Context: an optimization exercise on an open-source flow, tuned for small area, a short achievable clock period and few clock cycles per item. The choices shown serve that exercise and are no tape-out recipe. RTL that was checked went through simulation tests only; none was proved equivalent to the original. Power is estimated from default activity; no workload was simulated.

## wip/raven
==> flow/design.v <==
`timescale          1ns/1ps
`default_nettype    none
module MS_DMAC_AHBL (
    input   wire    HCLK,
    input   wire    HRESETn,
    output  wire    IRQ,
    input wire          HSEL,
    input wire [31:0]   HADDR,
    input wire [1:0]    HTRANS,
    input wire          HWRITE,
    input wire          HREADY,
    input wire [31:0]   HWDATA,
    input wire [2:0]    HSIZE,
    output wire         HREADYOUT,
    output wire [31:0]  HRDATA,
    output wire [31:0]  M_HADDR,
    output wire [1:0]   M_HTRANS,
    output wire [2:0] 	M_HSIZE,
    output wire         M_HWRITE,
    output wire [31:0]  M_HWDATA,
    input wire          M_HREADY,
    input wire [31:0]   M_HRDATA
);
    reg         we_ctrl, we_saddr, we_daddr, we_size, we_trig;
    wire [15:0] a = HADDR[15:0];
    wire        a_ctrl  = (a == 16'h00);
    wire        a_stat  = (a == 16'h04);
    wire        a_saddr = (a == 16'h08);
    wire        a_daddr = (a == 16'h0C);
    wire        a_size  = (a == 16'h10);
    wire        a_trig  = (a == 16'h14);
    wire        a_none  = ~(a_ctrl | a_stat | a_saddr | a_daddr | a_size | a_trig);
    wire        wr_ap   = HSEL & HWRITE & HTRANS[1];
    always @(posedge HCLK) begin
        if (HREADY) begin
            we_ctrl  <= wr_ap & a_ctrl;
            we_saddr <= wr_ap & a_saddr;
            we_daddr <= wr_ap & a_daddr;
            we_size  <= wr_ap & a_size;
            we_trig  <= wr_ap & a_trig;
        end
    end
    reg [31:0]  CTRL_REG;
    reg [31:0]  SADDR_REG;
    reg [31:0]  DADDR_REG;
    reg [15:0]  SIZE_REG;
    reg         TRIG_REG;
    reg         done_r;
    reg         irq_r;
    wire        done_set;
    wire [31:0] ctrl_nx  = we_ctrl  ? HWDATA        : CTRL_REG;
    wire [31:0] saddr_nx = we_saddr ? HWDATA        : SADDR_REG;
    wire [31:0] daddr_nx = we_daddr ? HWDATA        : DADDR_REG;
    wire [15:0] size_nx  = we_size  ? HWDATA[15:0]  : SIZE_REG;
    wire        trig_nx  = we_trig  ? HWDATA[0]     : (TRIG_REG & ~done_set);
    wire        done_nx  = we_trig  ? 1'b0          : (done_r | done_set);
    wire        irq_nx   = done_nx & ctrl_nx[0];
    always @(posedge HCLK or negedge HRESETn)
        if (~HRESETn) begin
            CTRL_REG  <= 32'h0;
            SADDR_REG <= 32'h0;
            DADDR_REG <= 32'h0;
            SIZE_REG  <= 16'h0;
            TRIG_REG  <= 1'b0;
            done_r    <= 1'b0;
            irq_r     <= 1'b0;
        end else begin
            CTRL_REG  <= ctrl_nx;
            SADDR_REG <= saddr_nx;
            DADDR_REG <= daddr_nx;
            SIZE_REG  <= size_nx;
            TRIG_REG  <= trig_nx;
            done_r    <= done_nx;
            irq_r     <= irq_nx;
        end
    wire        EN        = CTRL_REG[0];
    wire [1:0]  SRC_TYPE  = CTRL_REG[17:16];
    wire        SRC_AI    = CTRL_REG[18];
    wire [1:0]  DEST_TYPE = CTRL_REG[25:24];
    wire        DEST_AI   = CTRL_REG[26];
    assign IRQ = irq_r;
    reg [31:0]  rdata_r;
    always @(posedge HCLK)
        rdata_r <= ({32{a_ctrl}}  & ctrl_nx)
                 | ({32{a_stat}}  & {31'h0, irq_nx})
                 | ({32{a_saddr}} & saddr_nx)
                 | ({32{a_daddr}} & daddr_nx)
                 | ({32{a_size}}  & {16'h0, size_nx})
                 | ({32{a_trig}}  & {31'h0, trig_nx})
                 | ({32{a_none}}  & 32'hDEADBEEF);
    assign HRDATA    = rdata_r;
    assign HREADYOUT = 1'b1;
    reg         s_r0;        
    reg         s_rd;        
    reg         s_wn;        
    reg         s_wp;        
    reg         s_wf;        
    reg         s_bub;       
    reg         s_fdp;       
    reg         htrans_r;
    reg         hwrite_r;
    reg [1:0]   hsize_r;
    reg [15:0]  rem;         
    reg         last;        
    wire        last_nx;
    reg [31:0]  cur;         
    reg [31:0]  alt;         
    wire idle  = ~(s_r0 | s_rd | s_wn | s_wp | s_wf | s_bub | s_fdp);
    wire rdy   = M_HREADY;
    wire start = idle & (we_trig ? HWDATA[0] : TRIG_REG) & ctrl_nx[0];
    wire n_r0  = start;
    wire n_rd  = rdy ? ((s_r0 & ~last) | s_wn)  : s_rd;
    wire n_wn  = rdy ? (s_rd & ~last)           : s_wn;
    wire n_wp  = rdy ? (s_rd & last)            : s_wp;
    wire n_wf  = rdy ? (s_wp | s_bub)           : s_wf;
    wire n_bub = rdy ? (s_r0 & last)            : s_bub;
    wire n_fdp = rdy ? s_wf                     : s_fdp;
    wire n_r0h = ~rdy & s_r0;
    assign done_set = s_fdp & rdy;
    always @(posedge HCLK or negedge HRESETn)
        if (~HRESETn) begin
            s_r0     <= 1'b0;
            s_rd     <= 1'b0;
            s_wn     <= 1'b0;
            s_wp     <= 1'b0;
            s_wf     <= 1'b0;
            s_bub    <= 1'b0;
            s_fdp    <= 1'b0;
            htrans_r <= 1'b0;
            hwrite_r <= 1'b0;
        end else begin
            s_r0     <= n_r0 | n_r0h;
            s_rd     <= n_rd;
            s_wn     <= n_wn;
            s_wp     <= n_wp;
            s_wf     <= n_wf;
            s_bub    <= n_bub;
            s_fdp    <= n_fdp;
            htrans_r <= n_r0 | n_r0h | n_rd | n_wn | n_wp | n_wf;
            hwrite_r <= n_wn | n_wp | n_wf;
        end
    wire n_wr   = n_wn | n_wp | n_wf;
    wire n_swap = ((n_r0 | n_r0h) & last_nx) | n_rd | n_wn;
    wire n_incr = ((n_r0 | n_r0h) & ~last_nx) | n_wp;
    reg         op_swap, op_incr;
    always @(posedge HCLK or negedge HRESETn)
        if (~HRESETn) begin
            op_swap <= 1'b0;
            op_incr <= 1'b0;
        end else begin
            op_swap <= n_swap;
            op_incr <= n_incr;
        end
    always @(posedge HCLK)
        hsize_r <= n_wr ? ctrl_nx[25:24] : ctrl_nx[17:16];
    wire is_rd = s_r0 | s_rd;
    wire swap  = rdy & op_swap;
    wire incr  = rdy & op_incr;
    wire [1:0]  typ  = hwrite_r ? DEST_TYPE : SRC_TYPE;
    wire        ai   = hwrite_r ? DEST_AI   : SRC_AI;
    wire [2:0]  st3  = {ai & (typ == 2'd2), ai & (typ == 2'd1), ai & (typ == 2'd0)};
    wire [3:0]  lo   = {1'b0, cur[2:0]} + {1'b0, st3};
    wire        c3   = lo[3] | (ai & (typ == 2'd3));
    wire [31:0] nxt  = {cur[31:3] + {28'h0, c3}, lo[2:0]};
    wire [15:0] rem_nx  = idle ? SIZE_REG : (rdy & is_rd) ? rem - 16'h1 : rem;
    assign      last_nx = idle ? (SIZE_REG == 16'h0) : (rdy & is_rd) ? (rem == 16'h1) : last;
    always @(posedge HCLK) begin
        rem  <= rem_nx;
        last <= last_nx;
        if (idle) begin
            cur  <= SADDR_REG;
            alt  <= DADDR_REG;
        end else if (swap) begin
            cur <= alt;
            alt <= nxt;
        end else if (incr)
            cur <= nxt;
    end
    reg         dp_r, dp_r0, dp_w;
    reg [31:0]  qa, qb;
    always @(posedge HCLK)
        if (rdy) begin
            dp_r  <= htrans_r & ~hwrite_r;
            dp_r0 <= s_r0;
            dp_w  <= htrans_r &  hwrite_r;
        end
    always @(posedge HCLK) begin
        if (dp_r & dp_r0)
            qa <= M_HRDATA;
        else if (dp_w & rdy)
            qa <= qb;
        if (dp_r & ~dp_r0)
            qb <= M_HRDATA;
    end
    assign M_HADDR  = cur;
    assign M_HTRANS = {htrans_r, 1'b0};
    assign M_HWRITE = hwrite_r;
    assign M_HSIZE  = {1'b0, hsize_r};
    assign M_HWDATA = qa;
endmodule
clock: 7.0 ns
lec_check: 0
abc_clock_period_in_ps: 2500
cap_margin: 20
core_margin: 2
core_utilization: 40
setup_slack_margin: 4.5
slew_margin: 20
tns_end_percent: 100
standard.sh (not shown) runs the stock make flow with config.mk's settings and CLKGATE_MAP_FILE= SYNTH_SCRIPT=/design/flow/synth_recipe.tcl, a recipe that flattens the netlist after the stock synthesis.
==> flow/flow/run.sh <==
#!/bin/bash
# Standard layout, with every port buffered by the smallest buffer
# (timing repair resizes them where it needs to).
set -euo pipefail
export BUFFER_PORTS_ARGS="-buffer_cell sky130_fd_sc_hd__buf_1"
bash standard.sh synth > synth.log 2>&1
bash standard.sh > layout.log 2>&1
Setup changes, wip/raven to wip/ember
-- flow/design.v --
<<< wip/raven, line 108
    wire idle  = ~(s_r0 | s_rd | s_wn | s_wp | s_wf | s_bub | s_fdp);
    wire rdy   = M_HREADY;
    wire start = idle & (we_trig ? HWDATA[0] : TRIG_REG) & ctrl_nx[0];
    wire n_r0  = start;
    wire n_rd  = rdy ? ((s_r0 & ~last) | s_wn)  : s_rd;
>>> wip/ember, line 108
    wire idle  = ~(s_r0 | s_rd | s_wn | s_wp | s_wf | s_bub | s_fdp);
    wire rdy   = M_HREADY;
    wire start = idle & trig_nx & ctrl_nx[0];
    wire n_r0  = start;
    wire n_rd  = rdy ? ((s_r0 & ~last) | s_wn)  : s_rd;
<<< wip/raven, line 143
    wire n_swap = ((n_r0 | n_r0h) & last_nx) | n_rd | n_wn;
    wire n_incr = ((n_r0 | n_r0h) & ~last_nx) | n_wp;
    reg         op_swap, op_incr;
    always @(posedge HCLK or negedge HRESETn)
        if (~HRESETn) begin
>>> wip/ember, line 143
    wire n_swap = ((n_r0 | n_r0h) & last_nx) | n_rd | n_wn;
    wire n_incr = ((n_r0 | n_r0h) & ~last_nx) | n_wp;
    wire [1:0]  n_typ = n_wr ? ctrl_nx[25:24] : ctrl_nx[17:16];
    wire        n_ai  = n_wr ? ctrl_nx[26]    : ctrl_nx[18];
    reg         op_swap, op_incr;
    reg [3:0]   step;
    always @(posedge HCLK or negedge HRESETn)
        if (~HRESETn) begin
<<< wip/raven, line 152
            op_incr <= n_incr;
        end
    always @(posedge HCLK)
        hsize_r <= n_wr ? ctrl_nx[25:24] : ctrl_nx[17:16];
    wire is_rd = s_r0 | s_rd;
    wire swap  = rdy & op_swap;
    wire incr  = rdy & op_incr;
    wire [1:0]  typ  = hwrite_r ? DEST_TYPE : SRC_TYPE;
    wire        ai   = hwrite_r ? DEST_AI   : SRC_AI;
    wire [2:0]  st3  = {ai & (typ == 2'd2), ai & (typ == 2'd1), ai & (typ == 2'd0)};
    wire [3:0]  lo   = {1'b0, cur[2:0]} + {1'b0, st3};
    wire        c3   = lo[3] | (ai & (typ == 2'd3));
    wire [31:0] nxt  = {cur[31:3] + {28'h0, c3}, lo[2:0]};
    wire [15:0] rem_nx  = idle ? SIZE_REG : (rdy & is_rd) ? rem - 16'h1 : rem;
    assign      last_nx = idle ? (SIZE_REG == 16'h0) : (rdy & is_rd) ? (rem == 16'h1) : last;
>>> wip/ember, line 155
            op_incr <= n_incr;
        end
    always @(posedge HCLK) begin
        hsize_r <= n_typ;
        step    <= n_ai ? (4'h1 << n_typ) : 4'h0;
    end
    wire is_rd = s_r0 | s_rd;
    wire swap  = rdy & op_swap;
    wire incr  = rdy & op_incr;
    wire [31:0] nxt = cur + {28'h0, step};
    wire [15:0] rem_nx  = idle ? SIZE_REG : (rdy & is_rd) ? rem - 16'h1 : rem;
    assign      last_nx = idle ? (SIZE_REG == 16'h0) : (rdy & is_rd) ? (rem == 16'h1) : last;
[summary]
- Combinational power share, wip/raven and wip/ember, lower one = wip/raven.
- Measured against each other, wip/raven and wip/ember differ in clock power, the higher figure coming from wip/raven.
- Going from wip/raven to wip/ember, portion of total power attributed to the clock network dropped 1.7 points, total detailed-routing wirelength dropped 1.5%, well-tap cell count climbed 7.
- Comparing the two runs side by side, wip/ember comes out behind wip/raven on area after synthesis.
- wip/ember reports its type of the worst setup path as register to primary output while wip/raven reports register to register.
Testbench counts of wip/ember, summed over its fixed seeds: cycles 100,757, items 25,289.
No functional check of the RTL was part of wip/raven.

==> static timing again, ports no longer ideal <==
In the flow no input, the clock included, has a driving cell. The finished layouts below were timed again as built, in two steps.
Step 1, drivers: a clkbuf_16 drives HCLK and a buf_2 each remaining input, both assumed.
Step 2, shift: input delay + t, output delay - t, t = (earliest + latest rising clock arrival at the registers) / 2. This alone moves slack from input paths to output paths.
Slacks: ideal ports / drivers / drivers and shift; pairs: ideal ports / drivers.
run | shift t [ns] | setup WS [ns] | worst setup path after step 2
wip/raven | 0.566 | 3.618 / 3.618 / 3.618 | register to register
wip/ember | 0.577 | 4.450 / 4.399 / 3.955 | input to register
After both steps setup and hold are still met in every run listed. The setup slack of wip/ember, which loses most, moves by -0.051 ns with the drivers and by -0.495 ns with both steps.
